Background: an optimization exercise with open tools, aiming at small area, a short achievable clock period and few clock cycles. Do not read the settings as production practice.
No functional check of the RTL was part of any run shown here.

==> flow/design.v (outline; a module is shown in full before it is edited, if it fits) <==
// module abs_diff_7: 7 lines
// module abs_diff_9: 7 lines
// module abs_val_8: 5 lines
// module quadrant: 11 lines
// module polar_to_cartesian: 74 lines
// module calc_abs7rtan_00_75_15: 21 lines
// module find_min_5_vals_cascading: 26 lines
// module calc_r_y_theta: 27 lines
// module orientation_math: 175 lines
// module path_math: 122 lines
// module ptc_mag: 25 lines
// module pm_ptc_products: 219 lines
// module pm_compare: 443 lines
// module pm_distance: 104 lines
// module pm_abs: 12 lines
module path_math
    (input [11:0] location,  
     input [11:0] target,  
     input [4:0] current_orientation,  
     input clock,
     input enable,
     input reset,
     output reg done,
     output [4:0] needed_orientation,  
     output [11:0] move_command);
  // ...
==> flow/run.sh <==
#!/bin/bash
# synth_recipe.tcl (not shown) runs the flow's synth.tcl, then flattens the netlist and writes it again
# the make line also repeats each setting of config.mk as NAME=value (left out here)
make -C /OpenROAD-flow-scripts/flow DESIGN_CONFIG=/design/flow/config.mk WORK_HOME=/design/flow/orfs CLKGATE_MAP_FILE= SYNTH_SCRIPT=/design/flow/synth_recipe.tcl finish
==> flow/config.mk <==
export PLATFORM = sky130hd
export DESIGN_NAME = path_math
export DESIGN_NICKNAME = path_math
export VERILOG_FILES = /design/flow/design.v
export SDC_FILE = /design/flow/constraint.sdc
export NUM_CORES = 4
export LEC_CHECK = 0
export CAP_MARGIN = 5
export CORE_MARGIN = 2
export CORE_UTILIZATION = 60
export SETUP_SLACK_MARGIN = 5
export SLEW_MARGIN = 5
==> flow/constraint.sdc <==
create_clock -name core_clock -period 12.0 [get_ports {clock}]
set_input_delay 2.4000 -clock core_clock [delete_from_list [all_inputs] [get_ports {clock}]]
set_output_delay 2.4000 -clock core_clock [all_outputs]
set_load 0.01 [all_outputs]
==> results.ini, run 1 <==
[status]
status=complete, no violations

[setup_path]
slowest_stage=or4_1
path_common_cell=ha_1
crit_buf_inv=2
rr_startpoint=ex[0]$_DFF_P_

[timing]
rsz0062_at_grt=true
period_share_pct=57.7
relSlewSlack_pct=26.0
clock_skew_ns=0.00620
finalSetupTns_ns=0

[layout]
seq_cells=46
largest_class=multi-input gates
multi_input_area_share_pct=77.7
nNonClkInverters=206
final-clk-cell-share_pct=1.05
layout.nonclk_buf_share_pct=6.42
multi_input_area_um2=12400

[clock_tree]
cts_made_buffers=5
cts_buffer_depth=2
cts_hold_buf=0
cts.sinks=46
clk_pin_slew_ns=0.06
tritoncts=done

[synthesis]
yosys_warnings=2
yosysMostFrequentCell=ha_1
synth_seq_cells=46
synth_xor_area_share_pct=9.63

[detailed_routing]
wl_met1_um=15900
wl_um=35900
top_layer_used=met4

[die]
die_h_um=156
die_x_um=156

[min_path]
hold_depth=2
min_from=done$_SDFFE_PP0P_

[global_routing]
antenna_found_initial=0

==> module path_math, before the edit <==
module path_math
    (input [11:0] location,  
     input [11:0] target,  
     input [4:0] current_orientation,  
     input clock,
     input enable,
     input reset,
     output reg done,
     output [4:0] needed_orientation,  
     output [11:0] move_command);  
   wire [7:0] xm_l, ym_l, xm_t, ym_t;
   wire       xs_l, xs_t;
   ptc_mag ptc_l (.r_theta(location), .xm(xm_l), .ym(ym_l), .xs(xs_l));
   ptc_mag ptc_t (.r_theta(target),   .xm(xm_t), .ym(ym_t), .xs(xs_t));
   wire       xsame = (xs_t == xs_l);
   wire [9:0] ex_s = {1'b0, xm_t, xsame} + {xsame, xm_l ^ {8{xsame}}, xsame};
   wire [9:0] dy_s = {1'b0, ym_t, 1'b1} + {1'b1, ~ym_l, 1'b1};
   wire [8:0] ex_t = ex_s[9:1];
   wire [8:0] dy_t = dy_s[9:1];
   reg [8:0] ex, dy;
   reg       exneg, busy;
   always @(posedge clock) begin
      ex <= ex_t;
      dy <= dy_t;
      exneg <= xs_t;
      busy <= enable & ~reset;
   end
   wire       ex_nz = |ex;
   wire       dxneg = exneg ? ((ex_nz & ~ex[8]) | (ex == 9'h100)) : ex[8];
   wire       dyneg = dy[8];
   wire [1:0] quad = {dyneg, dxneg ^ dyneg};  
   wire       sx = ex[8];
   wire       sy = dy[8];
   wire [7:0] ac = ex[7:0] ^ {8{sx}};
   wire [7:0] yc = dy[7:0] ^ {8{sy}};
   wire [7:0] y, a;
   pm_abs ab (.ac(ac), .sx(sx), .yc(yc), .sy(sy), .y(y), .a(a));
   wire ysmall = dy[8] ? (dy[7:0] >= 8'hFC) : (dy[7:0] <= 8'd4);
   wire asmall = ex[8] ? ((ex[7:0] >= 8'hFC) || (ex[7:0] == 8'h00)) : (ex[7:0] <= 8'd4);
   wire c12, c23, c34, c45;
   pm_compare cmp (.a(a), .y(y), .c12(c12), .c23(c23), .c34(c34), .c45(c45));
   wire       same = (location[11:8] == target[11:8]);
   wire [4:0] sum_s = {1'b0, location[11:8]} + ((target[7:0] >= location[7:0]) ? 5'd0 : 5'd12);
   wire [4:0] need_s = (sum_s >= 5'd24) ? sum_s - 5'd24 : sum_s;
   wire       pre = same | ysmall | asmall;
   wire [4:0] need_p = same ? need_s : (ysmall ? (dxneg ? 5'd12 : 5'd0) : (dyneg ? 5'd18 : 5'd6));
   reg  [2:0] ba_p;
   always @(*) begin
      case (quad)
         2'd1: ba_p = 3'd4 - need_p[2:0];
         2'd2: ba_p = need_p[2:0] + 3'd4;
         2'd3: ba_p = 3'd0 - need_p[2:0];
         default: ba_p = need_p[2:0];
      endcase
   end
   wire use_a = pre & ((ba_p == 3'd0) | (ba_p == 3'd7));
   reg       r_c12, r_c23, r_c34, r_c45, r_pre;
   reg [1:0] r_quad;
   reg [4:0] r_need_p, cur;
   reg [7:0] ry;
   always @(posedge clock) begin
      if (reset) begin
         done <= 1'b0;
      end else if (busy) begin
         done <= 1'b1;
      end else if (enable) begin
         done <= 1'b0;
      end
      if (busy) begin
         r_c12 <= c12;
         r_c23 <= c23;
         r_c34 <= c34;
         r_c45 <= c45;
         r_pre <= pre;
         r_quad <= quad;
         r_need_p <= need_p;
         cur <= current_orientation;
         ry <= use_a ? a : y;
      end
   end
   wire is1 = ~r_c12 & ~r_c23 & ~r_c34 & ~r_c45;
   wire is5 = r_c12 & r_c23 & r_c34 & r_c45;
   wire is2 = ~is1 & ~is5 & ~r_c23 & ~r_c34;
   wire is4 = ~is1 & ~is5 & r_c23 & r_c34;
   wire [2:0] b = is1 ? 3'd1 : (is5 ? 3'd5 : (is2 ? 3'd2 : (is4 ? 3'd4 : 3'd3)));
   reg [4:0] need_n;
   always @(*) begin
      case (r_quad)
         2'd1: need_n = 5'd12 - b;
         2'd2: need_n = 5'd12 + b;
         2'd3: need_n = 5'd24 - b;
         default: need_n = {2'b00, b};
      endcase
   end
   wire [4:0] need = r_pre ? r_need_p : need_n;
   reg  [2:0] ba_o;
   always @(*) begin
      case (r_quad)
         2'd1: ba_o = 3'd4 - r_need_p[2:0];
         2'd2: ba_o = r_need_p[2:0] + 3'd4;
         2'd3: ba_o = 3'd0 - r_need_p[2:0];
         default: ba_o = r_need_p[2:0];
      endcase
   end
   wire [2:0] ba = r_pre ? ba_o : b;
   wire [6:0] d1, d3, d4, d5;
   pm_distance dd (.y(ry), .d1(d1), .d3(d3), .d4(d4), .d5(d5));
   reg  [6:0]  dist_v;
   always @(*) begin
      case (ba)
         3'd1: dist_v = d1;
         3'd2: dist_v = 7'd0;
         3'd3: dist_v = d3;
         3'd4: dist_v = d4;
         3'd5: dist_v = d5;
         default: dist_v = ry[6:0];   
      endcase
   end
   wire [4:0] angle = need - cur + ((cur > need) ? 5'd24 : 5'd0);
   assign needed_orientation = need;
   assign move_command = {angle, dist_v};
endmodule
==> module ptc_mag, before the edit <==
module ptc_mag
    (input [11:0] r_theta,
     output reg [7:0] xm,
     output reg [7:0] ym,
     output xs);
   wire [7:0] r = r_theta[7:0];
   wire [3:0] t = r_theta[11:8];
   wire [6:0] m15;                    
   wire [7:0] m30 = {2'b00, r[7:2]};
   wire [7:0] m45, m60, m75;          
   pm_ptc_products pp (.r(r), .m15(m15), .m45(m45), .m60(m60), .m75(m75));
   wire [2:0] k = (t <= 4'd6) ? t[2:0] : ((t <= 4'd12) ? 3'd4 - t[2:0] : 3'd0);
   assign xs = (t >= 4'd7) && (t <= 4'd12);
   wire j1 = (k == 3'd1) | (k == 3'd5);
   wire j2 = (k == 3'd2) | (k == 3'd4);
   wire j3 = (k == 3'd3);
   wire j0 = ~(j1 | j2 | j3);
   wire [7:0] sm = ({8{j1}} & {1'b0, m15}) | ({8{j2}} & m30) | ({8{j3}} & m45);
   wire [7:0] lg = ({8{j1}} & m75) | ({8{j2}} & m60) | ({8{j3}} & m45) | ({8{j0}} & r);
   wire swap = (k >= 3'd4);
   always @(*) begin
      xm = swap ? sm : lg;
      ym = swap ? lg : sm;
   end
endmodule
==> module pm_compare, before the edit <==
module pm_compare
   (input [7:0] a,
    input [7:0] y,
    output c12,
    output c23,
    output c34,
    output c45);
   wire c_0;
   wire c_1;
   wire c_2;
   wire c_3;
   wire c_4;
   wire c_5;
   wire c_6;
   wire c_7;
   wire c_8;
   wire c_9;
   wire c_10;
   wire c_11;
   wire c_12;
   wire c_13;
   wire c_14;
   wire c_15;
   wire c_17;
   wire c_18;
   wire c_19;
   wire c_20;
   wire c_21;
   wire c_22;
   wire c_23;
   wire c_24;
   wire c_25;
   wire c_26;
   wire c_27;
   wire c_28;
   wire c_29;
   wire c_30;
   wire c_31;
   wire c_32;
   wire c_33;
   wire c_34;
   wire c_35;
   wire c_36;
   wire c_37;
   wire c_38;
   wire c_39;
   wire c_40;
   wire c_41;
   wire c_42;
   wire c_43;
   wire c_44;
   wire c_45;
   wire c_46;
   wire c_47;
   wire c_48;
   wire c_49;
   wire c_50;
   wire c_51;
   wire c_52;
   wire c_53;
   wire c_54;
   wire c_55;
   wire c_56;
   wire c_58;
   wire c_59;
   wire c_60;
   wire c_61;
   wire c_62;
   wire c_63;
   wire c_64;
   wire c_66;
   wire c_67;
   wire c_68;
   wire c_69;
   wire c_70;
   wire c_71;
   wire c_72;
   wire c_73;
   wire c_74;
   wire c_75;
   wire c_76;
   wire c_77;
   wire c_78;
   wire c_79;
   wire c_80;
   wire c_81;
   wire c_82;
   wire c_83;
   wire c_84;
   wire c_85;
   wire c_86;
   wire c_87;
   wire c_88;
   wire c_89;
   wire c_90;
   wire c_91;
   wire c_92;
   wire c_93;
   wire c_94;
   wire c_95;
   wire c_96;
   wire c_98;
   wire c_99;
   wire c_100;
   wire c_101;
   wire c_102;
   wire c_103;
   wire c_104;
   wire c_105;
   wire c_107;
   wire c_108;
   wire c_109;
   wire c_110;
   wire c_111;
   wire c_112;
   wire c_113;
   wire c_114;
   wire c_115;
   wire c_116;
   wire c_117;
   wire c_118;
   wire c_119;
   wire c_120;
   wire c_121;
   wire c_122;
   wire c_123;
   wire c_124;
   wire c_125;
   wire c_126;
   wire c_127;
   wire c_128;
   wire c_129;
   wire c_130;
   wire c_131;
   wire c_132;
   wire c_133;
   wire c_134;
   wire c_135;
   wire c_136;
   wire c_137;
   wire c_139;
   wire c_140;
   wire c_141;
   wire c_142;
   wire c_143;
   wire c_144;
   wire c_145;
   wire c_146;
   wire c_147;
   wire c_148;
   wire c_149;
   wire c_150;
   wire c_151;
   wire c_152;
   wire c_153;
   wire c_154;
   wire c_155;
   wire c_156;
   wire c_157;
   wire c_158;
   wire c_159;
   wire c_160;
   wire c_161;
   wire c_162;
   wire c_163;
   wire c_164;
   wire c_165;
   wire c_166;
   wire c_167;
   wire c_168;
   wire c_169;
   wire c_170;
   wire c_172;
   wire c_173;
   wire c_174;
   wire c_175;
   wire c_176;
   wire c_177;
   wire c_178;
   wire c_179;
   wire c_180;
   wire c_181;
   wire c_182;
   wire c_184;
   wire c_185;
   wire c_186;
   wire c_187;
   wire c_188;
   wire c_189;
   wire c_190;
   wire c_191;
   wire c_192;
   wire c_193;
   wire c_194;
   wire c_195;
   wire c_196;
   wire c_197;
   wire c_198;
   wire c_199;
   wire c_200;
   wire c_201;
   wire c_202;
   wire c_203;
   wire c_204;
   wire c_205;
   wire c_206;
   wire c_207;
   wire c_208;
   wire c_209;
   wire c_210;
   wire c_212;
   wire c_213;
   wire c_214;
   wire c_215;
   wire c_216;
   wire c_217;
   wire c_218;
   wire c_219;
   assign c_0 = a[5] ^ a[3];
   assign c_1 = a[5] & a[3];
   assign c_2 = a[6] ^ a[4] ^ a[1];
   assign c_3 = (a[6] & a[4]) | (a[6] & a[1]) | (a[4] & a[1]);
   assign c_4 = a[7] ^ a[5] ^ a[2];
   assign c_5 = (a[7] & a[5]) | (a[7] & a[2]) | (a[5] & a[2]);
   assign c_6 = a[6] ^ a[3];
   assign c_7 = a[6] & a[3];
   assign c_8 = a[7] ^ a[4] ^ a[0];
   assign c_9 = (a[7] & a[4]) | (a[7] & a[0]) | (a[4] & a[0]);
   assign c_10 = a[5] ^ a[1];
   assign c_11 = a[5] & a[1];
   assign c_12 = a[6] ^ a[2];
   assign c_13 = a[6] & a[2];
   assign c_14 = a[7] ^ a[3];
   assign c_15 = a[7] & a[3];
   wire [17:0] c_s16 = {1'b0, a[7], a[6], a[5], a[4], c_14, c_12, c_10, c_8, c_6, c_4, c_2, c_0, a[4], a[3], a[2], a[1], a[0]} + {1'b0, 1'b0, 1'b0, 1'b0, c_15, c_13, c_11, c_9, c_7, c_5, c_3, c_1, a[0], a[2], a[1], a[0], 1'b0, 1'b0};
   assign c_17 = ~a[0];
   assign c_18 = ~a[1];
   assign c_19 = ~a[2];
   assign c_20 = ~a[3];
   assign c_21 = ~a[4];
   assign c_22 = ~a[5];
   assign c_23 = ~a[6];
   assign c_24 = ~a[7];
   assign c_25 = a[5] ^ a[3];
   assign c_26 = a[5] & a[3];
   assign c_27 = a[6] ^ a[4] ^ a[1];
   assign c_28 = (a[6] & a[4]) | (a[6] & a[1]) | (a[4] & a[1]);
   assign c_29 = a[7] ^ a[5] ^ a[2];
   assign c_30 = (a[7] & a[5]) | (a[7] & a[2]) | (a[5] & a[2]);
   assign c_31 = a[6] ^ a[3];
   assign c_32 = a[6] & a[3];
   assign c_33 = a[7] ^ a[4];
   assign c_34 = a[7] & a[4];
   assign c_35 = c_23 ^ a[2];
   assign c_36 = c_23 & a[2];
   assign c_37 = c_24 ^ a[3] ^ a[1];
   assign c_38 = (c_24 & a[3]) | (c_24 & a[1]) | (a[3] & a[1]);
   assign c_39 = a[4] ^ a[2] ^ 1'b1;
   assign c_40 = (a[4] & a[2]) | (a[4] & 1'b1) | (a[2] & 1'b1);
   assign c_41 = c_25 ^ a[0] ^ 1'b1;
   assign c_42 = (c_25 & a[0]) | (c_25 & 1'b1) | (a[0] & 1'b1);
   assign c_43 = c_27 ^ 1'b1 ^ c_26;
   assign c_44 = (c_27 & 1'b1) | (c_27 & c_26) | (1'b1 & c_26);
   assign c_45 = c_29 ^ 1'b1 ^ c_28;
   assign c_46 = (c_29 & 1'b1) | (c_29 & c_28) | (1'b1 & c_28);
   assign c_47 = c_31 ^ 1'b1 ^ c_30;
   assign c_48 = (c_31 & 1'b1) | (c_31 & c_30) | (1'b1 & c_30);
   assign c_49 = c_33 ^ 1'b1 ^ c_32;
   assign c_50 = (c_33 & 1'b1) | (c_33 & c_32) | (1'b1 & c_32);
   assign c_51 = a[5] ^ 1'b1 ^ c_34;
   assign c_52 = (a[5] & 1'b1) | (a[5] & c_34) | (1'b1 & c_34);
   assign c_53 = a[6] ^ 1'b1;
   assign c_54 = a[6] & 1'b1;
   assign c_55 = a[7] ^ 1'b1;
   assign c_56 = a[7] & 1'b1;
   wire [17:0] c_s57 = {1'b1, c_55, c_53, c_51, c_49, c_47, c_45, c_43, c_41, c_39, c_37, c_35, c_22, c_21, c_20, c_19, c_18, c_17} + {c_56, c_54, c_52, c_50, c_48, c_46, c_44, c_42, c_40, c_38, c_36, a[0], a[1], a[0], 1'b0, 1'b0, 1'b0, 1'b1};
   assign c_58 = ~c_s16[11];
   assign c_59 = ~c_s16[12];
   assign c_60 = ~c_s16[13];
   assign c_61 = ~c_s16[14];
   assign c_62 = ~c_s16[15];
   assign c_63 = ~c_s16[16];
   assign c_64 = ~c_s16[17];
   wire [9:0] c_s65 = {1'b1, a[7], a[6], a[5], a[4], a[3], a[2], a[1], a[0], c_58} + {1'b0, 1'b1, 1'b1, c_64, c_63, c_62, c_61, c_60, c_59, 1'b1};
   assign c_66 = ~a[0];
   assign c_67 = ~c_s16[11];
   assign c_68 = ~a[1];
   assign c_69 = ~c_s16[12];
   assign c_70 = ~a[2];
   assign c_71 = ~c_s16[13];
   assign c_72 = ~a[3];
   assign c_73 = ~c_s16[14];
   assign c_74 = ~a[4];
   assign c_75 = ~c_s16[15];
   assign c_76 = ~a[5];
   assign c_77 = ~c_s16[16];
   assign c_78 = ~a[6];
   assign c_79 = ~c_s16[17];
   assign c_80 = ~a[7];
   assign c_81 = c_66 ^ c_67;
   assign c_82 = c_66 & c_67;
   assign c_83 = c_68 ^ c_69;
   assign c_84 = c_68 & c_69;
   assign c_85 = c_70 ^ a[0] ^ c_71;
   assign c_86 = (c_70 & a[0]) | (c_70 & c_71) | (a[0] & c_71);
   assign c_87 = c_72 ^ a[1] ^ c_73;
   assign c_88 = (c_72 & a[1]) | (c_72 & c_73) | (a[1] & c_73);
   assign c_89 = c_74 ^ a[2] ^ c_75;
   assign c_90 = (c_74 & a[2]) | (c_74 & c_75) | (a[2] & c_75);
   assign c_91 = c_76 ^ a[3] ^ c_77;
   assign c_92 = (c_76 & a[3]) | (c_76 & c_77) | (a[3] & c_77);
   assign c_93 = c_78 ^ a[4] ^ c_79;
   assign c_94 = (c_78 & a[4]) | (c_78 & c_79) | (a[4] & c_79);
   assign c_95 = c_80 ^ a[5] ^ 1'b1;
   assign c_96 = (c_80 & a[5]) | (c_80 & 1'b1) | (a[5] & 1'b1);
   wire [10:0] c_s97 = {1'b1, a[7], a[6], c_95, c_93, c_91, c_89, c_87, c_85, c_83, c_81} + {1'b0, 1'b1, c_96, c_94, c_92, c_90, c_88, c_86, c_84, c_82, 1'b1};
   assign c_98 = ~c_s57[10];
   assign c_99 = ~c_s57[11];
   assign c_100 = ~c_s57[12];
   assign c_101 = ~c_s57[13];
   assign c_102 = ~c_s57[14];
   assign c_103 = ~c_s57[15];
   assign c_104 = ~c_s57[16];
   assign c_105 = ~c_s57[17];
   wire [10:0] c_s106 = {1'b1, 1'b1, y[7], y[6], y[5], y[4], y[3], y[2], y[1], y[0], c_98} + {1'b0, 1'b0, 1'b1, c_105, c_104, c_103, c_102, c_101, c_100, c_99, 1'b1};
   assign c_107 = ~c_s16[11];
   assign c_108 = ~c_s16[12];
   assign c_109 = ~c_s16[13];
   assign c_110 = ~c_s16[14];
   assign c_111 = ~c_s16[15];
   assign c_112 = ~c_s16[16];
   assign c_113 = ~c_s16[17];
   assign c_114 = c_s106[0] ^ c_107;
   assign c_115 = c_s106[0] & c_107;
   assign c_116 = c_s106[1] ^ c_108;
   assign c_117 = c_s106[1] & c_108;
   assign c_118 = c_s106[2] ^ c_109;
   assign c_119 = c_s106[2] & c_109;
   assign c_120 = c_s106[3] ^ c_110;
   assign c_121 = c_s106[3] & c_110;
   assign c_122 = c_s106[4] ^ c_111;
   assign c_123 = c_s106[4] & c_111;
   assign c_124 = c_s106[5] ^ c_112;
   assign c_125 = c_s106[5] & c_112;
   assign c_126 = c_s106[6] ^ c_113;
   assign c_127 = c_s106[6] & c_113;
   assign c_128 = c_s106[7] ^ 1'b1;
   assign c_129 = c_s106[7] & 1'b1;
   assign c_130 = c_s106[8] ^ 1'b1;
   assign c_131 = c_s106[8] & 1'b1;
   assign c_132 = c_s106[9] ^ 1'b1;
   assign c_133 = c_s106[9] & 1'b1;
   assign c_134 = c_s106[10] ^ 1'b1;
   assign c_135 = c_s106[10] & 1'b1;
   assign c_136 = c_s106[10] ^ 1'b1;
   assign c_137 = c_s106[10] & 1'b1;
   wire [11:0] c_s138 = {c_136, c_134, c_132, c_130, c_128, c_126, c_124, c_122, c_120, c_118, c_116, c_114} + {c_135, c_133, c_131, c_129, c_127, c_125, c_123, c_121, c_119, c_117, c_115, 1'b1};
   assign c_139 = ~a[0];
   assign c_140 = ~a[1];
   assign c_141 = ~a[2];
   assign c_142 = ~a[3];
   assign c_143 = ~a[4];
   assign c_144 = ~a[5];
   assign c_145 = ~a[6];
   assign c_146 = ~a[7];
   assign c_147 = c_s106[0] ^ c_139;
   assign c_148 = c_s106[0] & c_139;
   assign c_149 = c_s106[1] ^ c_140;
   assign c_150 = c_s106[1] & c_140;
   assign c_151 = c_s106[2] ^ c_141;
   assign c_152 = c_s106[2] & c_141;
   assign c_153 = c_s106[3] ^ c_142;
   assign c_154 = c_s106[3] & c_142;
   assign c_155 = c_s106[4] ^ c_143;
   assign c_156 = c_s106[4] & c_143;
   assign c_157 = c_s106[5] ^ c_144;
   assign c_158 = c_s106[5] & c_144;
   assign c_159 = c_s106[6] ^ c_145;
   assign c_160 = c_s106[6] & c_145;
   assign c_161 = c_s106[7] ^ c_146;
   assign c_162 = c_s106[7] & c_146;
   assign c_163 = c_s106[8] ^ 1'b1;
   assign c_164 = c_s106[8] & 1'b1;
   assign c_165 = c_s106[9] ^ 1'b1;
   assign c_166 = c_s106[9] & 1'b1;
   assign c_167 = c_s106[10] ^ 1'b1;
   assign c_168 = c_s106[10] & 1'b1;
   assign c_169 = c_s106[10] ^ 1'b1;
   assign c_170 = c_s106[10] & 1'b1;
   wire [11:0] c_s171 = {c_169, c_167, c_165, c_163, c_161, c_159, c_157, c_155, c_153, c_151, c_149, c_147} + {c_168, c_166, c_164, c_162, c_160, c_158, c_156, c_154, c_152, c_150, c_148, 1'b1};
   assign c_172 = ~c_s97[0];
   assign c_173 = ~c_s97[1];
   assign c_174 = ~c_s97[2];
   assign c_175 = ~c_s97[3];
   assign c_176 = ~c_s97[4];
   assign c_177 = ~c_s97[5];
   assign c_178 = ~c_s97[6];
   assign c_179 = ~c_s97[7];
   assign c_180 = ~c_s97[8];
   assign c_181 = ~c_s97[9];
   assign c_182 = ~c_s97[10];
   wire [11:0] c_s183 = {1'b1, c_182, c_181, y[7], y[6], y[5], y[4], y[3], y[2], y[1], y[0], c_172} + {1'b0, 1'b0, 1'b0, c_180, c_179, c_178, c_177, c_176, c_175, c_174, c_173, 1'b1};
   assign c_184 = ~c_s97[0];
   assign c_185 = ~c_s97[1];
   assign c_186 = ~c_s97[2];
   assign c_187 = ~c_s97[3];
   assign c_188 = ~c_s97[4];
   assign c_189 = ~c_s97[5];
   assign c_190 = ~c_s97[6];
   assign c_191 = ~c_s97[7];
   assign c_192 = ~c_s97[8];
   assign c_193 = ~c_s97[9];
   assign c_194 = ~c_s97[10];
   assign c_195 = y[0] ^ c_184;
   assign c_196 = y[0] & c_184;
   assign c_197 = y[1] ^ c_185;
   assign c_198 = y[1] & c_185;
   assign c_199 = y[2] ^ c_186;
   assign c_200 = y[2] & c_186;
   assign c_201 = y[3] ^ c_187;
   assign c_202 = y[3] & c_187;
   assign c_203 = y[4] ^ c_188;
   assign c_204 = y[4] & c_188;
   assign c_205 = y[5] ^ c_189;
   assign c_206 = y[5] & c_189;
   assign c_207 = y[6] ^ c_190;
   assign c_208 = y[6] & c_190;
   assign c_209 = y[7] ^ c_191;
   assign c_210 = y[7] & c_191;
   wire [11:0] c_s211 = {1'b1, c_194, c_193, c_192, c_209, c_207, c_205, c_203, c_201, c_199, c_197, c_195} + {1'b0, 1'b0, 1'b0, c_210, c_208, c_206, c_204, c_202, c_200, c_198, c_196, 1'b1};
   assign c_212 = c_s65[0] ^ y[0];
   assign c_213 = c_s65[1] ^ y[1];
   assign c_214 = c_s65[2] ^ y[2];
   assign c_215 = c_s65[3] ^ y[3];
   assign c_216 = c_s65[4] ^ y[4];
   assign c_217 = c_s65[5] ^ y[5];
   assign c_218 = c_s65[6] ^ y[6];
   assign c_219 = c_s65[7] ^ y[7];
   assign c12 = ~c_s138[11];
   assign c23 = ~c_s171[11];
   assign c34 = ~c_s183[11];
   assign c45 = ~c_s211[11] | (~c_s65[9] & c_s65[8] & ~(c_212 | c_213 | c_214 | c_215 | c_216 | c_217 | c_218 | c_219));
endmodule
==> run 2, diff against run 1 <==
--- a/flow/design.v
+++ b/flow/design.v
@@ -376,18 +376,30 @@
    ptc_mag ptc_l (.r_theta(location), .xm(xm_l), .ym(ym_l), .xs(xs_l));
    ptc_mag ptc_t (.r_theta(target),   .xm(xm_t), .ym(ym_t), .xs(xs_t));
    wire       xsame = (xs_t == xs_l);
-   wire [9:0] ex_s = {1'b0, xm_t, xsame} + {xsame, xm_l ^ {8{xsame}}, xsame};
-   wire [9:0] dy_s = {1'b0, ym_t, 1'b1} + {1'b1, ~ym_l, 1'b1};
-   wire [8:0] ex_t = ex_s[9:1];
-   wire [8:0] dy_t = dy_s[9:1];
-   reg [8:0] ex, dy;
+   wire [8:0] ex_a = {1'b0, xm_t};
+   wire [8:0] ex_b = {1'b0, xm_l} ^ {9{xsame}};
+   wire [8:0] dy_a = {1'b0, ym_t};
+   wire [8:0] dy_b = ~{1'b0, ym_l};
+   wire [4:0] ex_lo_t = {1'b0, ex_a[3:0]} + {1'b0, ex_b[3:0]} + {4'd0, xsame};
+   wire [4:0] dy_lo_t = {1'b0, dy_a[3:0]} + {1'b0, dy_b[3:0]} + 5'd1;
+   reg [4:0] ex_lo, dy_lo;
+   reg [3:0] exa_hi, dya_hi;
+   reg [4:0] exb_hi, dyb_hi;
    reg       exneg, busy;
    always @(posedge clock) begin
-      ex <= ex_t;
-      dy <= dy_t;
+      ex_lo <= ex_lo_t;
+      dy_lo <= dy_lo_t;
+      exa_hi <= ex_a[7:4];
+      exb_hi <= ex_b[8:4];
+      dya_hi <= dy_a[7:4];
+      dyb_hi <= dy_b[8:4];
       exneg <= xs_t;
       busy <= enable & ~reset;
    end
+   wire [4:0] ex_hi = {1'b0, exa_hi} + exb_hi + {4'd0, ex_lo[4]};
+   wire [4:0] dy_hi = {1'b0, dya_hi} + dyb_hi + {4'd0, dy_lo[4]};
+   wire [8:0] ex = {ex_hi, ex_lo[3:0]};
+   wire [8:0] dy = {dy_hi, dy_lo[3:0]};
    wire       ex_nz = |ex;
    wire       dxneg = exneg ? ((ex_nz & ~ex[8]) | (ex == 9'h100)) : ex[8];
    wire       dyneg = dy[8];
@@ -401,7 +413,7 @@
    wire ysmall = dy[8] ? (dy[7:0] >= 8'hFC) : (dy[7:0] <= 8'd4);
    wire asmall = ex[8] ? ((ex[7:0] >= 8'hFC) || (ex[7:0] == 8'h00)) : (ex[7:0] <= 8'd4);
    wire c12, c23, c34, c45;
-   pm_compare cmp (.a(a), .y(y), .c12(c12), .c23(c23), .c34(c34), .c45(c45));
+   pm_compare cmp (.ac(ac), .sx(sx), .a(a), .y(y), .c12(c12), .c23(c23), .c34(c34), .c45(c45));
    wire       same = (location[11:8] == target[11:8]);
    wire [4:0] sum_s = {1'b0, location[11:8]} + ((target[7:0] >= location[7:0]) ? 5'd0 : 5'd12);
    wire [4:0] need_s = (sum_s >= 5'd24) ? sum_s - 5'd24 : sum_s;
@@ -496,16 +508,16 @@
    pm_ptc_products pp (.r(r), .m15(m15), .m45(m45), .m60(m60), .m75(m75));
    wire [2:0] k = (t <= 4'd6) ? t[2:0] : ((t <= 4'd12) ? 3'd4 - t[2:0] : 3'd0);
    assign xs = (t >= 4'd7) && (t <= 4'd12);
-   wire j1 = (k == 3'd1) | (k == 3'd5);
-   wire j2 = (k == 3'd2) | (k == 3'd4);
-   wire j3 = (k == 3'd3);
-   wire j0 = ~(j1 | j2 | j3);
-   wire [7:0] sm = ({8{j1}} & {1'b0, m15}) | ({8{j2}} & m30) | ({8{j3}} & m45);
-   wire [7:0] lg = ({8{j1}} & m75) | ({8{j2}} & m60) | ({8{j3}} & m45) | ({8{j0}} & r);
-   wire swap = (k >= 3'd4);
    always @(*) begin
-      xm = swap ? sm : lg;
-      ym = swap ? lg : sm;
+      case (k)
+        3'd1: begin xm = m75; ym = {1'b0, m15}; end
+        3'd2: begin xm = m60; ym = m30; end
+        3'd3: begin xm = m45; ym = m45; end
+        3'd4: begin xm = m30; ym = m60; end
+        3'd5: begin xm = {1'b0, m15}; ym = m75; end
+        3'd6: begin xm = 8'd0; ym = r; end
+        default: begin xm = r; ym = 8'd0; end
+      endcase
    end
 endmodule
 module pm_ptc_products
@@ -728,7 +740,9 @@
    assign m75 = {p_s105[15], p_s105[14], p_s105[13], p_s105[12], p_s105[11], p_s105[10], p_s105[9], p_s105[8]};
 endmodule
 module pm_compare
-   (input [7:0] a,
+   (input [7:0] ac,
+    input sx,
+    input [7:0] a,
     input [7:0] y,
     output c12,
     output c23,
@@ -750,6 +764,7 @@
    wire c_13;
    wire c_14;
    wire c_15;
+   wire c_16;
    wire c_17;
    wire c_18;
    wire c_19;
@@ -763,7 +778,6 @@
    wire c_27;
    wire c_28;
    wire c_29;
-   wire c_30;
    wire c_31;
    wire c_32;
    wire c_33;
@@ -790,6 +804,7 @@
    wire c_54;
    wire c_55;
    wire c_56;
+   wire c_57;
    wire c_58;
    wire c_59;
    wire c_60;
@@ -797,6 +812,7 @@
    wire c_62;
    wire c_63;
    wire c_64;
+   wire c_65;
    wire c_66;
    wire c_67;
    wire c_68;
@@ -819,7 +835,6 @@
    wire c_85;
    wire c_86;
    wire c_87;
-   wire c_88;
    wire c_89;
    wire c_90;
    wire c_91;
@@ -827,7 +842,7 @@
    wire c_93;
    wire c_94;
    wire c_95;
-   wire c_96;
+   wire c_97;
    wire c_98;
    wire c_99;
    wire c_100;
@@ -836,6 +851,7 @@
    wire c_103;
    wire c_104;
    wire c_105;
+   wire c_106;
    wire c_107;
    wire c_108;
    wire c_109;
@@ -857,7 +873,6 @@
    wire c_125;
    wire c_126;
    wire c_127;
-   wire c_128;
    wire c_129;
    wire c_130;
    wire c_131;
@@ -866,7 +881,7 @@
    wire c_134;
    wire c_135;
    wire c_136;
-   wire c_137;
+   wire c_138;
    wire c_139;
    wire c_140;
    wire c_141;
@@ -897,8 +912,8 @@
    wire c_166;
    wire c_167;
    wire c_168;
-   wire c_169;
    wire c_170;
+   wire c_171;
    wire c_172;
    wire c_173;
    wire c_174;
@@ -910,6 +925,7 @@
    wire c_180;
    wire c_181;
    wire c_182;
+   wire c_183;
    wire c_184;
    wire c_185;
    wire c_186;
@@ -928,7 +944,6 @@
    wire c_199;
    wire c_200;
    wire c_201;
-   wire c_202;
    wire c_203;
    wire c_204;
    wire c_205;
@@ -937,238 +952,299 @@
    wire c_208;
    wire c_209;
    wire c_210;
+   wire c_211;
    wire c_212;
    wire c_213;
-   wire c_214;
    wire c_215;
    wire c_216;
    wire c_217;
    wire c_218;
    wire c_219;
-   assign c_0 = a[5] ^ a[3];
-   assign c_1 = a[5] & a[3];
-   assign c_2 = a[6] ^ a[4] ^ a[1];
-   assign c_3 = (a[6] & a[4]) | (a[6] & a[1]) | (a[4] & a[1]);
-   assign c_4 = a[7] ^ a[5] ^ a[2];
-   assign c_5 = (a[7] & a[5]) | (a[7] & a[2]) | (a[5] & a[2]);
-   assign c_6 = a[6] ^ a[3];
-   assign c_7 = a[6] & a[3];
-   assign c_8 = a[7] ^ a[4] ^ a[0];
-   assign c_9 = (a[7] & a[4]) | (a[7] & a[0]) | (a[4] & a[0]);
-   assign c_10 = a[5] ^ a[1];
-   assign c_11 = a[5] & a[1];
-   assign c_12 = a[6] ^ a[2];
-   assign c_13 = a[6] & a[2];
-   assign c_14 = a[7] ^ a[3];
-   assign c_15 = a[7] & a[3];
-   wire [17:0] c_s16 = {1'b0, a[7], a[6], a[5], a[4], c_14, c_12, c_10, c_8, c_6, c_4, c_2, c_0, a[4], a[3], a[2], a[1], a[0]} + {1'b0, 1'b0, 1'b0, 1'b0, c_15, c_13, c_11, c_9, c_7, c_5, c_3, c_1, a[0], a[2], a[1], a[0], 1'b0, 1'b0};
-   assign c_17 = ~a[0];
-   assign c_18 = ~a[1];
-   assign c_19 = ~a[2];
-   assign c_20 = ~a[3];
-   assign c_21 = ~a[4];
-   assign c_22 = ~a[5];
-   assign c_23 = ~a[6];
-   assign c_24 = ~a[7];
-   assign c_25 = a[5] ^ a[3];
-   assign c_26 = a[5] & a[3];
-   assign c_27 = a[6] ^ a[4] ^ a[1];
-   assign c_28 = (a[6] & a[4]) | (a[6] & a[1]) | (a[4] & a[1]);
-   assign c_29 = a[7] ^ a[5] ^ a[2];
-   assign c_30 = (a[7] & a[5]) | (a[7] & a[2]) | (a[5] & a[2]);
-   assign c_31 = a[6] ^ a[3];
-   assign c_32 = a[6] & a[3];
-   assign c_33 = a[7] ^ a[4];
-   assign c_34 = a[7] & a[4];
-   assign c_35 = c_23 ^ a[2];
-   assign c_36 = c_23 & a[2];
-   assign c_37 = c_24 ^ a[3] ^ a[1];
-   assign c_38 = (c_24 & a[3]) | (c_24 & a[1]) | (a[3] & a[1]);
-   assign c_39 = a[4] ^ a[2] ^ 1'b1;
-   assign c_40 = (a[4] & a[2]) | (a[4] & 1'b1) | (a[2] & 1'b1);
-   assign c_41 = c_25 ^ a[0] ^ 1'b1;
-   assign c_42 = (c_25 & a[0]) | (c_25 & 1'b1) | (a[0] & 1'b1);
-   assign c_43 = c_27 ^ 1'b1 ^ c_26;
-   assign c_44 = (c_27 & 1'b1) | (c_27 & c_26) | (1'b1 & c_26);
-   assign c_45 = c_29 ^ 1'b1 ^ c_28;
-   assign c_46 = (c_29 & 1'b1) | (c_29 & c_28) | (1'b1 & c_28);
-   assign c_47 = c_31 ^ 1'b1 ^ c_30;
-   assign c_48 = (c_31 & 1'b1) | (c_31 & c_30) | (1'b1 & c_30);
-   assign c_49 = c_33 ^ 1'b1 ^ c_32;
-   assign c_50 = (c_33 & 1'b1) | (c_33 & c_32) | (1'b1 & c_32);
-   assign c_51 = a[5] ^ 1'b1 ^ c_34;
-   assign c_52 = (a[5] & 1'b1) | (a[5] & c_34) | (1'b1 & c_34);
-   assign c_53 = a[6] ^ 1'b1;
-   assign c_54 = a[6] & 1'b1;
-   assign c_55 = a[7] ^ 1'b1;
-   assign c_56 = a[7] & 1'b1;
-   wire [17:0] c_s57 = {1'b1, c_55, c_53, c_51, c_49, c_47, c_45, c_43, c_41, c_39, c_37, c_35, c_22, c_21, c_20, c_19, c_18, c_17} + {c_56, c_54, c_52, c_50, c_48, c_46, c_44, c_42, c_40, c_38, c_36, a[0], a[1], a[0], 1'b0, 1'b0, 1'b0, 1'b1};
-   assign c_58 = ~c_s16[11];
-   assign c_59 = ~c_s16[12];
-   assign c_60 = ~c_s16[13];
-   assign c_61 = ~c_s16[14];
-   assign c_62 = ~c_s16[15];
-   assign c_63 = ~c_s16[16];
-   assign c_64 = ~c_s16[17];
-   wire [9:0] c_s65 = {1'b1, a[7], a[6], a[5], a[4], a[3], a[2], a[1], a[0], c_58} + {1'b0, 1'b1, 1'b1, c_64, c_63, c_62, c_61, c_60, c_59, 1'b1};
-   assign c_66 = ~a[0];
-   assign c_67 = ~c_s16[11];
-   assign c_68 = ~a[1];
-   assign c_69 = ~c_s16[12];
-   assign c_70 = ~a[2];
-   assign c_71 = ~c_s16[13];
-   assign c_72 = ~a[3];
-   assign c_73 = ~c_s16[14];
-   assign c_74 = ~a[4];
-   assign c_75 = ~c_s16[15];
-   assign c_76 = ~a[5];
-   assign c_77 = ~c_s16[16];
-   assign c_78 = ~a[6];
-   assign c_79 = ~c_s16[17];
-   assign c_80 = ~a[7];
-   assign c_81 = c_66 ^ c_67;
-   assign c_82 = c_66 & c_67;
-   assign c_83 = c_68 ^ c_69;
-   assign c_84 = c_68 & c_69;
-   assign c_85 = c_70 ^ a[0] ^ c_71;
-   assign c_86 = (c_70 & a[0]) | (c_70 & c_71) | (a[0] & c_71);
-   assign c_87 = c_72 ^ a[1] ^ c_73;
-   assign c_88 = (c_72 & a[1]) | (c_72 & c_73) | (a[1] & c_73);
-   assign c_89 = c_74 ^ a[2] ^ c_75;
-   assign c_90 = (c_74 & a[2]) | (c_74 & c_75) | (a[2] & c_75);
-   assign c_91 = c_76 ^ a[3] ^ c_77;
-   assign c_92 = (c_76 & a[3]) | (c_76 & c_77) | (a[3] & c_77);
-   assign c_93 = c_78 ^ a[4] ^ c_79;
-   assign c_94 = (c_78 & a[4]) | (c_78 & c_79) | (a[4] & c_79);
-   assign c_95 = c_80 ^ a[5] ^ 1'b1;
-   assign c_96 = (c_80 & a[5]) | (c_80 & 1'b1) | (a[5] & 1'b1);
-   wire [10:0] c_s97 = {1'b1, a[7], a[6], c_95, c_93, c_91, c_89, c_87, c_85, c_83, c_81} + {1'b0, 1'b1, c_96, c_94, c_92, c_90, c_88, c_86, c_84, c_82, 1'b1};
-   assign c_98 = ~c_s57[10];
-   assign c_99 = ~c_s57[11];
-   assign c_100 = ~c_s57[12];
-   assign c_101 = ~c_s57[13];
-   assign c_102 = ~c_s57[14];
-   assign c_103 = ~c_s57[15];
-   assign c_104 = ~c_s57[16];
-   assign c_105 = ~c_s57[17];
-   wire [10:0] c_s106 = {1'b1, 1'b1, y[7], y[6], y[5], y[4], y[3], y[2], y[1], y[0], c_98} + {1'b0, 1'b0, 1'b1, c_105, c_104, c_103, c_102, c_101, c_100, c_99, 1'b1};
-   assign c_107 = ~c_s16[11];
-   assign c_108 = ~c_s16[12];
-   assign c_109 = ~c_s16[13];
-   assign c_110 = ~c_s16[14];
-   assign c_111 = ~c_s16[15];
-   assign c_112 = ~c_s16[16];
-   assign c_113 = ~c_s16[17];
-   assign c_114 = c_s106[0] ^ c_107;
-   assign c_115 = c_s106[0] & c_107;
-   assign c_116 = c_s106[1] ^ c_108;
-   assign c_117 = c_s106[1] & c_108;
-   assign c_118 = c_s106[2] ^ c_109;
-   assign c_119 = c_s106[2] & c_109;
-   assign c_120 = c_s106[3] ^ c_110;
-   assign c_121 = c_s106[3] & c_110;
-   assign c_122 = c_s106[4] ^ c_111;
-   assign c_123 = c_s106[4] & c_111;
-   assign c_124 = c_s106[5] ^ c_112;
-   assign c_125 = c_s106[5] & c_112;
-   assign c_126 = c_s106[6] ^ c_113;
-   assign c_127 = c_s106[6] & c_113;
-   assign c_128 = c_s106[7] ^ 1'b1;
-   assign c_129 = c_s106[7] & 1'b1;
-   assign c_130 = c_s106[8] ^ 1'b1;
-   assign c_131 = c_s106[8] & 1'b1;
-   assign c_132 = c_s106[9] ^ 1'b1;
-   assign c_133 = c_s106[9] & 1'b1;
-   assign c_134 = c_s106[10] ^ 1'b1;
-   assign c_135 = c_s106[10] & 1'b1;
-   assign c_136 = c_s106[10] ^ 1'b1;
-   assign c_137 = c_s106[10] & 1'b1;
-   wire [11:0] c_s138 = {c_136, c_134, c_132, c_130, c_128, c_126, c_124, c_122, c_120, c_118, c_116, c_114} + {c_135, c_133, c_131, c_129, c_127, c_125, c_123, c_121, c_119, c_117, c_115, 1'b1};
-   assign c_139 = ~a[0];
-   assign c_140 = ~a[1];
-   assign c_141 = ~a[2];
-   assign c_142 = ~a[3];
-   assign c_143 = ~a[4];
-   assign c_144 = ~a[5];
-   assign c_145 = ~a[6];
-   assign c_146 = ~a[7];
-   assign c_147 = c_s106[0] ^ c_139;
-   assign c_148 = c_s106[0] & c_139;
-   assign c_149 = c_s106[1] ^ c_140;
-   assign c_150 = c_s106[1] & c_140;
-   assign c_151 = c_s106[2] ^ c_141;
-   assign c_152 = c_s106[2] & c_141;
-   assign c_153 = c_s106[3] ^ c_142;
-   assign c_154 = c_s106[3] & c_142;
-   assign c_155 = c_s106[4] ^ c_143;
-   assign c_156 = c_s106[4] & c_143;
-   assign c_157 = c_s106[5] ^ c_144;
-   assign c_158 = c_s106[5] & c_144;
-   assign c_159 = c_s106[6] ^ c_145;
-   assign c_160 = c_s106[6] & c_145;
-   assign c_161 = c_s106[7] ^ c_146;
-   assign c_162 = c_s106[7] & c_146;
-   assign c_163 = c_s106[8] ^ 1'b1;
-   assign c_164 = c_s106[8] & 1'b1;
-   assign c_165 = c_s106[9] ^ 1'b1;
-   assign c_166 = c_s106[9] & 1'b1;
-   assign c_167 = c_s106[10] ^ 1'b1;
-   assign c_168 = c_s106[10] & 1'b1;
-   assign c_169 = c_s106[10] ^ 1'b1;
-   assign c_170 = c_s106[10] & 1'b1;
-   wire [11:0] c_s171 = {c_169, c_167, c_165, c_163, c_161, c_159, c_157, c_155, c_153, c_151, c_149, c_147} + {c_168, c_166, c_164, c_162, c_160, c_158, c_156, c_154, c_152, c_150, c_148, 1'b1};
-   assign c_172 = ~c_s97[0];
-   assign c_173 = ~c_s97[1];
-   assign c_174 = ~c_s97[2];
-   assign c_175 = ~c_s97[3];
-   assign c_176 = ~c_s97[4];
-   assign c_177 = ~c_s97[5];
-   assign c_178 = ~c_s97[6];
-   assign c_179 = ~c_s97[7];
-   assign c_180 = ~c_s97[8];
-   assign c_181 = ~c_s97[9];
-   assign c_182 = ~c_s97[10];
-   wire [11:0] c_s183 = {1'b1, c_182, c_181, y[7], y[6], y[5], y[4], y[3], y[2], y[1], y[0], c_172} + {1'b0, 1'b0, 1'b0, c_180, c_179, c_178, c_177, c_176, c_175, c_174, c_173, 1'b1};
-   assign c_184 = ~c_s97[0];
-   assign c_185 = ~c_s97[1];
-   assign c_186 = ~c_s97[2];
-   assign c_187 = ~c_s97[3];
-   assign c_188 = ~c_s97[4];
-   assign c_189 = ~c_s97[5];
-   assign c_190 = ~c_s97[6];
-   assign c_191 = ~c_s97[7];
-   assign c_192 = ~c_s97[8];
-   assign c_193 = ~c_s97[9];
-   assign c_194 = ~c_s97[10];
-   assign c_195 = y[0] ^ c_184;
-   assign c_196 = y[0] & c_184;
-   assign c_197 = y[1] ^ c_185;
-   assign c_198 = y[1] & c_185;
-   assign c_199 = y[2] ^ c_186;
-   assign c_200 = y[2] & c_186;
-   assign c_201 = y[3] ^ c_187;
-   assign c_202 = y[3] & c_187;
-   assign c_203 = y[4] ^ c_188;
-   assign c_204 = y[4] & c_188;
-   assign c_205 = y[5] ^ c_189;
-   assign c_206 = y[5] & c_189;
-   assign c_207 = y[6] ^ c_190;
-   assign c_208 = y[6] & c_190;
-   assign c_209 = y[7] ^ c_191;
-   assign c_210 = y[7] & c_191;
-   wire [11:0] c_s211 = {1'b1, c_194, c_193, c_192, c_209, c_207, c_205, c_203, c_201, c_199, c_197, c_195} + {1'b0, 1'b0, 1'b0, c_210, c_208, c_206, c_204, c_202, c_200, c_198, c_196, 1'b1};
-   assign c_212 = c_s65[0] ^ y[0];
-   assign c_213 = c_s65[1] ^ y[1];
-   assign c_214 = c_s65[2] ^ y[2];
-   assign c_215 = c_s65[3] ^ y[3];
-   assign c_216 = c_s65[4] ^ y[4];
-   assign c_217 = c_s65[5] ^ y[5];
-   assign c_218 = c_s65[6] ^ y[6];
-   assign c_219 = c_s65[7] ^ y[7];
-   assign c12 = ~c_s138[11];
-   assign c23 = ~c_s171[11];
-   assign c34 = ~c_s183[11];
-   assign c45 = ~c_s211[11] | (~c_s65[9] & c_s65[8] & ~(c_212 | c_213 | c_214 | c_215 | c_216 | c_217 | c_218 | c_219));
+   wire c_220;
+   wire c_221;
+   wire c_222;
+   wire c_223;
+   wire c_224;
+   wire c_225;
+   wire c_226;
+   wire c_227;
+   wire c_228;
+   wire c_229;
+   wire c_230;
+   wire c_231;
+   wire c_232;
+   wire c_233;
+   wire c_234;
+   wire c_235;
+   wire c_236;
+   wire c_237;
+   wire c_238;
+   wire c_239;
+   wire c_240;
+   wire c_241;
+   wire c_243;
+   wire c_244;
+   wire c_245;
+   wire c_246;
+   wire c_247;
+   wire c_248;
+   wire c_249;
+   wire c_250;
+   assign c_0 = ac[5] ^ ac[3];
+   assign c_1 = ac[5] & ac[3];
+   assign c_2 = ac[6] ^ ac[4];
+   assign c_3 = ac[6] & ac[4];
+   assign c_4 = ac[7] ^ ac[5];
+   assign c_5 = ac[7] & ac[5];
+   assign c_6 = ac[7] ^ ac[4];
+   assign c_7 = ac[7] & ac[4];
+   assign c_8 = ac[2] ^ ac[0];
+   assign c_9 = ac[2] & ac[0];
+   assign c_10 = ac[3] ^ ac[1];
+   assign c_11 = ac[3] & ac[1];
+   assign c_12 = ac[4] ^ ac[2];
+   assign c_13 = ac[4] & ac[2];
+   assign c_14 = c_0 ^ ac[0] ^ sx;
+   assign c_15 = (c_0 & ac[0]) | (c_0 & sx) | (ac[0] & sx);
+   assign c_16 = c_2 ^ ac[1] ^ c_1;
+   assign c_17 = (c_2 & ac[1]) | (c_2 & c_1) | (ac[1] & c_1);
+   assign c_18 = c_4 ^ ac[2] ^ c_3;
+   assign c_19 = (c_4 & ac[2]) | (c_4 & c_3) | (ac[2] & c_3);
+   assign c_20 = ac[6] ^ ac[3] ^ c_5;
+   assign c_21 = (ac[6] & ac[3]) | (ac[6] & c_5) | (ac[3] & c_5);
+   assign c_22 = c_6 ^ ac[0] ^ sx;
+   assign c_23 = (c_6 & ac[0]) | (c_6 & sx) | (ac[0] & sx);
+   assign c_24 = ac[5] ^ ac[1] ^ c_7;
+   assign c_25 = (ac[5] & ac[1]) | (ac[5] & c_7) | (ac[1] & c_7);
+   assign c_26 = ac[6] ^ ac[2];
+   assign c_27 = ac[6] & ac[2];
+   assign c_28 = ac[7] ^ ac[3];
+   assign c_29 = ac[7] & ac[3];
+   wire [17:0] c_s30 = {1'b0, ac[7], ac[6], ac[5], ac[4], c_28, c_26, c_24, c_22, c_20, c_18, c_16, c_14, c_12, c_10, c_8, ac[1], ac[0]} + {1'b0, 1'b0, 1'b0, 1'b0, c_29, c_27, c_25, c_23, c_21, c_19, c_17, c_15, c_13, c_11, c_9, sx, 1'b0, sx};
+   assign c_31 = ~ac[0];
+   assign c_32 = ~sx;
+   assign c_33 = ~ac[1];
+   assign c_34 = ~ac[2];
+   assign c_35 = ~ac[3];
+   assign c_36 = ~ac[4];
+   assign c_37 = ~ac[5];
+   assign c_38 = ~ac[6];
+   assign c_39 = ~ac[7];
+   assign c_40 = ac[5] ^ ac[3];
+   assign c_41 = ac[5] & ac[3];
+   assign c_42 = ac[6] ^ ac[4];
+   assign c_43 = ac[6] & ac[4];
+   assign c_44 = ac[7] ^ ac[5];
+   assign c_45 = ac[7] & ac[5];
+   assign c_46 = c_38 ^ ac[2];
+   assign c_47 = c_38 & ac[2];
+   assign c_48 = c_39 ^ ac[3];
+   assign c_49 = c_39 & ac[3];
+   assign c_50 = ac[4] ^ ac[2];
+   assign c_51 = ac[4] & ac[2];
+   assign c_52 = c_40 ^ ac[0] ^ sx;
+   assign c_53 = (c_40 & ac[0]) | (c_40 & sx) | (ac[0] & sx);
+   assign c_54 = c_42 ^ ac[1] ^ 1'b1;
+   assign c_55 = (c_42 & ac[1]) | (c_42 & 1'b1) | (ac[1] & 1'b1);
+   assign c_56 = c_44 ^ ac[2] ^ 1'b1;
+   assign c_57 = (c_44 & ac[2]) | (c_44 & 1'b1) | (ac[2] & 1'b1);
+   assign c_58 = ac[6] ^ ac[3] ^ 1'b1;
+   assign c_59 = (ac[6] & ac[3]) | (ac[6] & 1'b1) | (ac[3] & 1'b1);
+   assign c_60 = ac[7] ^ ac[4];
+   assign c_61 = ac[7] & ac[4];
+   assign c_62 = c_36 ^ ac[0];
+   assign c_63 = c_36 & ac[0];
+   assign c_64 = c_37 ^ ac[1];
+   assign c_65 = c_37 & ac[1];
+   assign c_66 = c_46 ^ ac[0] ^ sx;
+   assign c_67 = (c_46 & ac[0]) | (c_46 & sx) | (ac[0] & sx);
+   assign c_68 = c_48 ^ ac[1] ^ c_47;
+   assign c_69 = (c_48 & ac[1]) | (c_48 & c_47) | (ac[1] & c_47);
+   assign c_70 = c_50 ^ 1'b1 ^ c_49;
+   assign c_71 = (c_50 & 1'b1) | (c_50 & c_49) | (1'b1 & c_49);
+   assign c_72 = c_52 ^ 1'b1 ^ c_51;
+   assign c_73 = (c_52 & 1'b1) | (c_52 & c_51) | (1'b1 & c_51);
+   assign c_74 = c_54 ^ c_41 ^ c_53;
+   assign c_75 = (c_54 & c_41) | (c_54 & c_53) | (c_41 & c_53);
+   assign c_76 = c_56 ^ c_43 ^ c_55;
+   assign c_77 = (c_56 & c_43) | (c_56 & c_55) | (c_43 & c_55);
+   assign c_78 = c_58 ^ c_45 ^ c_57;
+   assign c_79 = (c_58 & c_45) | (c_58 & c_57) | (c_45 & c_57);
+   assign c_80 = c_60 ^ 1'b1 ^ c_59;
+   assign c_81 = (c_60 & 1'b1) | (c_60 & c_59) | (1'b1 & c_59);
+   assign c_82 = ac[5] ^ 1'b1 ^ c_61;
+   assign c_83 = (ac[5] & 1'b1) | (ac[5] & c_61) | (1'b1 & c_61);
+   assign c_84 = ac[6] ^ 1'b1;
+   assign c_85 = ac[6] & 1'b1;
+   assign c_86 = ac[7] ^ 1'b1;
+   assign c_87 = ac[7] & 1'b1;
+   wire [17:0] c_s88 = {1'b1, c_86, c_84, c_82, c_80, c_78, c_76, c_74, c_72, c_70, c_68, c_66, c_64, c_62, c_35, c_34, c_33, c_31} + {c_87, c_85, c_83, c_81, c_79, c_77, c_75, c_73, c_71, c_69, c_67, c_65, c_63, sx, 1'b0, 1'b0, 1'b0, c_32};
+   assign c_89 = ~c_s30[11];
+   assign c_90 = ~c_s30[12];
+   assign c_91 = ~c_s30[13];
+   assign c_92 = ~c_s30[14];
+   assign c_93 = ~c_s30[15];
+   assign c_94 = ~c_s30[16];
+   assign c_95 = ~c_s30[17];
+   wire [9:0] c_s96 = {1'b1, a[7], a[6], a[5], a[4], a[3], a[2], a[1], a[0], c_89} + {1'b0, 1'b1, 1'b1, c_95, c_94, c_93, c_92, c_91, c_90, 1'b1};
+   assign c_97 = ~a[0];
+   assign c_98 = ~c_s30[11];
+   assign c_99 = ~a[1];
+   assign c_100 = ~c_s30[12];
+   assign c_101 = ~a[2];
+   assign c_102 = ~c_s30[13];
+   assign c_103 = ~a[3];
+   assign c_104 = ~c_s30[14];
+   assign c_105 = ~a[4];
+   assign c_106 = ~c_s30[15];
+   assign c_107 = ~a[5];
+   assign c_108 = ~c_s30[16];
+   assign c_109 = ~a[6];
+   assign c_110 = ~c_s30[17];
+   assign c_111 = ~a[7];
+   assign c_112 = c_97 ^ c_98;
+   assign c_113 = c_97 & c_98;
+   assign c_114 = c_99 ^ c_100;
+   assign c_115 = c_99 & c_100;
+   assign c_116 = c_101 ^ a[0] ^ c_102;
+   assign c_117 = (c_101 & a[0]) | (c_101 & c_102) | (a[0] & c_102);
+   assign c_118 = c_103 ^ a[1] ^ c_104;
+   assign c_119 = (c_103 & a[1]) | (c_103 & c_104) | (a[1] & c_104);
+   assign c_120 = c_105 ^ a[2] ^ c_106;
+   assign c_121 = (c_105 & a[2]) | (c_105 & c_106) | (a[2] & c_106);
+   assign c_122 = c_107 ^ a[3] ^ c_108;
+   assign c_123 = (c_107 & a[3]) | (c_107 & c_108) | (a[3] & c_108);
+   assign c_124 = c_109 ^ a[4] ^ c_110;
+   assign c_125 = (c_109 & a[4]) | (c_109 & c_110) | (a[4] & c_110);
+   assign c_126 = c_111 ^ a[5] ^ 1'b1;
+   assign c_127 = (c_111 & a[5]) | (c_111 & 1'b1) | (a[5] & 1'b1);
+   wire [10:0] c_s128 = {1'b1, a[7], a[6], c_126, c_124, c_122, c_120, c_118, c_116, c_114, c_112} + {1'b0, 1'b1, c_127, c_125, c_123, c_121, c_119, c_117, c_115, c_113, 1'b1};
+   assign c_129 = ~c_s88[10];
+   assign c_130 = ~c_s88[11];
+   assign c_131 = ~c_s88[12];
+   assign c_132 = ~c_s88[13];
+   assign c_133 = ~c_s88[14];
+   assign c_134 = ~c_s88[15];
+   assign c_135 = ~c_s88[16];
+   assign c_136 = ~c_s88[17];
+   wire [10:0] c_s137 = {1'b1, 1'b1, y[7], y[6], y[5], y[4], y[3], y[2], y[1], y[0], c_129} + {1'b0, 1'b0, 1'b1, c_136, c_135, c_134, c_133, c_132, c_131, c_130, 1'b1};
+   assign c_138 = ~c_s30[11];
+   assign c_139 = ~c_s30[12];
+   assign c_140 = ~c_s30[13];
+   assign c_141 = ~c_s30[14];
+   assign c_142 = ~c_s30[15];
+   assign c_143 = ~c_s30[16];
+   assign c_144 = ~c_s30[17];
+   assign c_145 = c_s137[0] ^ c_138;
+   assign c_146 = c_s137[0] & c_138;
+   assign c_147 = c_s137[1] ^ c_139;
+   assign c_148 = c_s137[1] & c_139;
+   assign c_149 = c_s137[2] ^ c_140;
+   assign c_150 = c_s137[2] & c_140;
+   assign c_151 = c_s137[3] ^ c_141;
+   assign c_152 = c_s137[3] & c_141;
+   assign c_153 = c_s137[4] ^ c_142;
+   assign c_154 = c_s137[4] & c_142;
+   assign c_155 = c_s137[5] ^ c_143;
+   assign c_156 = c_s137[5] & c_143;
+   assign c_157 = c_s137[6] ^ c_144;
+   assign c_158 = c_s137[6] & c_144;
+   assign c_159 = c_s137[7] ^ 1'b1;
+   assign c_160 = c_s137[7] & 1'b1;
+   assign c_161 = c_s137[8] ^ 1'b1;
+   assign c_162 = c_s137[8] & 1'b1;
+   assign c_163 = c_s137[9] ^ 1'b1;
+   assign c_164 = c_s137[9] & 1'b1;
+   assign c_165 = c_s137[10] ^ 1'b1;
+   assign c_166 = c_s137[10] & 1'b1;
+   assign c_167 = c_s137[10] ^ 1'b1;
+   assign c_168 = c_s137[10] & 1'b1;
+   wire [11:0] c_s169 = {c_167, c_165, c_163, c_161, c_159, c_157, c_155, c_153, c_151, c_149, c_147, c_145} + {c_166, c_164, c_162, c_160, c_158, c_156, c_154, c_152, c_150, c_148, c_146, 1'b1};
+   assign c_170 = ~a[0];
+   assign c_171 = ~a[1];
+   assign c_172 = ~a[2];
+   assign c_173 = ~a[3];
+   assign c_174 = ~a[4];
+   assign c_175 = ~a[5];
+   assign c_176 = ~a[6];
+   assign c_177 = ~a[7];
+   assign c_178 = c_s137[0] ^ c_170;
+   assign c_179 = c_s137[0] & c_170;
+   assign c_180 = c_s137[1] ^ c_171;
+   assign c_181 = c_s137[1] & c_171;
+   assign c_182 = c_s137[2] ^ c_172;
+   assign c_183 = c_s137[2] & c_172;
+   assign c_184 = c_s137[3] ^ c_173;
+   assign c_185 = c_s137[3] & c_173;
+   assign c_186 = c_s137[4] ^ c_174;
+   assign c_187 = c_s137[4] & c_174;
+   assign c_188 = c_s137[5] ^ c_175;
+   assign c_189 = c_s137[5] & c_175;
+   assign c_190 = c_s137[6] ^ c_176;
+   assign c_191 = c_s137[6] & c_176;
+   assign c_192 = c_s137[7] ^ c_177;
+   assign c_193 = c_s137[7] & c_177;
+   assign c_194 = c_s137[8] ^ 1'b1;
+   assign c_195 = c_s137[8] & 1'b1;
+   assign c_196 = c_s137[9] ^ 1'b1;
+   assign c_197 = c_s137[9] & 1'b1;
+   assign c_198 = c_s137[10] ^ 1'b1;
+   assign c_199 = c_s137[10] & 1'b1;
+   assign c_200 = c_s137[10] ^ 1'b1;
+   assign c_201 = c_s137[10] & 1'b1;
+   wire [11:0] c_s202 = {c_200, c_198, c_196, c_194, c_192, c_190, c_188, c_186, c_184, c_182, c_180, c_178} + {c_199, c_197, c_195, c_193, c_191, c_189, c_187, c_185, c_183, c_181, c_179, 1'b1};
+   assign c_203 = ~c_s128[0];
+   assign c_204 = ~c_s128[1];
+   assign c_205 = ~c_s128[2];
+   assign c_206 = ~c_s128[3];
+   assign c_207 = ~c_s128[4];
+   assign c_208 = ~c_s128[5];
+   assign c_209 = ~c_s128[6];
+   assign c_210 = ~c_s128[7];
+   assign c_211 = ~c_s128[8];
+   assign c_212 = ~c_s128[9];
+   assign c_213 = ~c_s128[10];
+   wire [11:0] c_s214 = {1'b1, c_213, c_212, y[7], y[6], y[5], y[4], y[3], y[2], y[1], y[0], c_203} + {1'b0, 1'b0, 1'b0, c_211, c_210, c_209, c_208, c_207, c_206, c_205, c_204, 1'b1};
+   assign c_215 = ~c_s128[0];
+   assign c_216 = ~c_s128[1];
+   assign c_217 = ~c_s128[2];
+   assign c_218 = ~c_s128[3];
+   assign c_219 = ~c_s128[4];
+   assign c_220 = ~c_s128[5];
+   assign c_221 = ~c_s128[6];
+   assign c_222 = ~c_s128[7];
+   assign c_223 = ~c_s128[8];
+   assign c_224 = ~c_s128[9];
+   assign c_225 = ~c_s128[10];
+   assign c_226 = y[0] ^ c_215;
+   assign c_227 = y[0] & c_215;
+   assign c_228 = y[1] ^ c_216;
+   assign c_229 = y[1] & c_216;
+   assign c_230 = y[2] ^ c_217;
+   assign c_231 = y[2] & c_217;
+   assign c_232 = y[3] ^ c_218;
+   assign c_233 = y[3] & c_218;
+   assign c_234 = y[4] ^ c_219;
+   assign c_235 = y[4] & c_219;
+   assign c_236 = y[5] ^ c_220;
+   assign c_237 = y[5] & c_220;
+   assign c_238 = y[6] ^ c_221;
+   assign c_239 = y[6] & c_221;
+   assign c_240 = y[7] ^ c_222;
+   assign c_241 = y[7] & c_222;
+   wire [11:0] c_s242 = {1'b1, c_225, c_224, c_223, c_240, c_238, c_236, c_234, c_232, c_230, c_228, c_226} + {1'b0, 1'b0, 1'b0, c_241, c_239, c_237, c_235, c_233, c_231, c_229, c_227, 1'b1};
+   assign c_243 = c_s96[0] ^ y[0];
+   assign c_244 = c_s96[1] ^ y[1];
+   assign c_245 = c_s96[2] ^ y[2];
+   assign c_246 = c_s96[3] ^ y[3];
+   assign c_247 = c_s96[4] ^ y[4];
+   assign c_248 = c_s96[5] ^ y[5];
+   assign c_249 = c_s96[6] ^ y[6];
+   assign c_250 = c_s96[7] ^ y[7];
+   assign c12 = ~c_s169[11];
+   assign c23 = ~c_s202[11];
+   assign c34 = ~c_s214[11];
+   assign c45 = ~c_s242[11] | (~c_s96[9] & c_s96[8] & ~(c_243 | c_244 | c_245 | c_246 | c_247 | c_248 | c_249 | c_250));
 endmodule
 module pm_distance
    (input [7:0] y,
==> run 2 against run 1 <==
Non-clock buffer count shrank 22. Global-route usage is essentially flat. Still clean on timing, DRC and antenna. Critical path depth grew 21. Clock-buffer cell count shrank 1. First-iteration DRC count grew 24%. Clock skew grew 0.0077 ns. Wire length grew 4.3%. Die area grew 5.4%. Setup slack lost 0.31 ns.
==> results.ini, run 2 <==
[synthesis]
netlist_top_cells_count=ha_1, inv_1, a21oi_1, nand2_1, xnor2_1  ; was ha_1, inv_1, a21oi_1, o21ai_0, nand2_1
yosys_warnings=2  ; unchanged
synthTopCellsByArea=ha_1, xnor2_1, fa_1  ; unchanged
synth_ff_type=dfxtp_1  ; was edfxtp_1
synth_top_area_cell=ha_1  ; unchanged
synthCells=1815  ; was 1721
synth_seq_cells=55  ; was 46
yosysMostFrequentCell=ha_1  ; unchanged
syn_avg_cell_area_um2=8.04  ; was 8.03 um^2

[job]
drv_cap=0  ; unchanged

[timing]
period_share_pct=60.2  ; was 57.7%
rsz0062_at_grt=true  ; unchanged
finalSetupTns_ns=0  ; unchanged
fin_crit_ns=7.23  ; was 6.92 ns
clock_skew_ns=0.0139  ; was 0.00620 ns
whs_ns=0.494  ; was 0.492 ns
relSlewSlack_pct=21.1  ; was 26.0%
worst_pin_slew_ns=1.18  ; was 1.11 ns
setup_viol=0  ; unchanged

[setup_path]
cp-end-kind=flip-flop  ; unchanged
worst-path-max-fanout=6  ; was 12
arrival_ns=7.29  ; was 7.13 ns
crit_buf_inv=6  ; was 2
slowest_stage=fa_1  ; was or4_1

[clock_tree]
cts_made_buffers=5  ; unchanged
tritoncts=done  ; unchanged
clk_pin_slew_ns=0.08  ; was 0.06 ns
cts.sinks=55  ; was 46
cts_hold_buf=0  ; unchanged
cts_buffer_depth=2  ; unchanged

[place]
dp_hpwl_um=29400  ; was 28300 um
dp_cells=2149  ; was 2024

[layout]
drive_above_1_share_pct=9.54  ; was 13.9%
top_register=ry

[die]
io_pins=50  ; unchanged
die_h_um=160  ; was 156 um
floorplan.initialDensity_pct=60.5  ; was 61.1%
die_x_um=160  ; was 156 um

[global_routing]
met3_usage_pct=2.05  ; was 1.53%
grt.busiest_layer=met2  ; unchanged
antenna_found_initial=1  ; was 0
grt_pass1_wl_um=61600  ; was 58100 um
grt_use_total_pct=28.9  ; about the same
use_met2_pct=51.8  ; was 53.1%

[status]
status=complete, no violations  ; unchanged

[detailed_routing]
wl_um=37500  ; was 35900 um
ant_nets=0  ; unchanged

-- run 2: cell count changes after synthesis, sizes merged, moves of 10 or more --
cell,previous run,this run
o21a,30,18
mux2i,25,15
nor4,16,5
a21o,45,58
nand2,104,119
a21oi,110,142
xnor2,99,126
nor2,89,108
-- run 2: repair_timing --
action / CTS / global route
cloned: 0 / 0
resized for setup: 50 / 53
endpoints found under the hold margin: 0 / 0
setup buffers: 32 / 11
endpoints found under the setup margin: 15 / 20
pin swaps: 22 / 27
-- run 2: cell type report --
type	count	area, um^2
flip-flops and latches	55	1350
clock inverters	3	26.3
fillers	2097	7780
clock buffers	5	125
well taps	324	405
repair buffers	100	912
inverters	215	822
multi-input cells	1498	12700
-- run 2: cell families (layout without fill, tap and decap cells) --
kind of cell             after synthesis  in the layout  synth area share [%]
AO/OA/AOI/OAI                        481            481                  21.2
XOR/XNOR                             175            175                  11.5
adder cells (fa/ha/maj)              372            372                  34.5
buffers and inverters                262            323                  6.95
flip-flops                            55             55                  9.26
multiplexers                          18             18                  1.51
AND/OR/NAND/NOR                      452            452                  15.2
-- run 2: per-stage QoR --
| stage | area [um^2] | util, % | setup slack, ns |
|---|---|---|---|
| finish | 16300 | 67.7 | 4.77 |
| global route | 16300 | 67.7 | 4.57 |
| CTS | 16100 | 66.6 | 4.82 |
| global placement | 15500 | 64.2 | 4.17 |
| floorplan | 14700 | - | 4.95 |
| detailed placement | 15500 | 64.2 | 3.94 |
-- run 2: per-layer routing --
metal	vias up	part of all wire, %
li1	6513	-
met1	6159	44
met2	333	49
met3	69	3.7
met4	2	2.5
met5	-	0.045
-- run 2: worst paths after layout --
kind	startpoint	end	slack [ns]	cells past startpoint
worst min register to register	done$_SDFFE_PP0P_	done$_SDFFE_PP0P_	0.49	2
worst max register to register	ex_lo[4]$_DFF_P_	r_c45$_DFFE_PP_	4.77	38
worst max-delay path	ex_lo[4]$_DFF_P_	r_c45$_DFFE_PP_	4.77	38
worst min-delay path	done$_SDFFE_PP0P_	done$_SDFFE_PP0P_	0.49	2
-- run 2: worst min-delay path, stage by stage, from the launching register on --
cell and delay (ns):
dfxtp_1 0.33, a21oi_1 0.06, nor2_1 0.07

## re-timing with driven ports
The results above use ideal ports. As a check the final layouts listed here were re-extracted and re-timed, cells and wires unchanged. Step 1 assumes that a clkbuf_16 drives the clock port and a buf_2 every other input. Step 2 also shifts input and output timing later by t, the mid clock arrival at the registers, as if the neighbouring blocks saw the same clock. a / b / c = ideal ports / drivers / drivers and shift; a / b = the first two.
run	t, ns	slack for setup (ns)	clock arrival spread, ns	pins driven straight from the clock port
run 1	0.320	5.082 / 5.095 / 4.775	0.007 / 0.007	1
run 2	0.351	4.775 / 4.775 / 4.775	0.014 / 0.014	1
After both steps setup and hold are still met in every run listed. For run 1, which loses most, drivers alone change the setup slack by +0.013 ns; drivers and shift together by -0.307 ns.
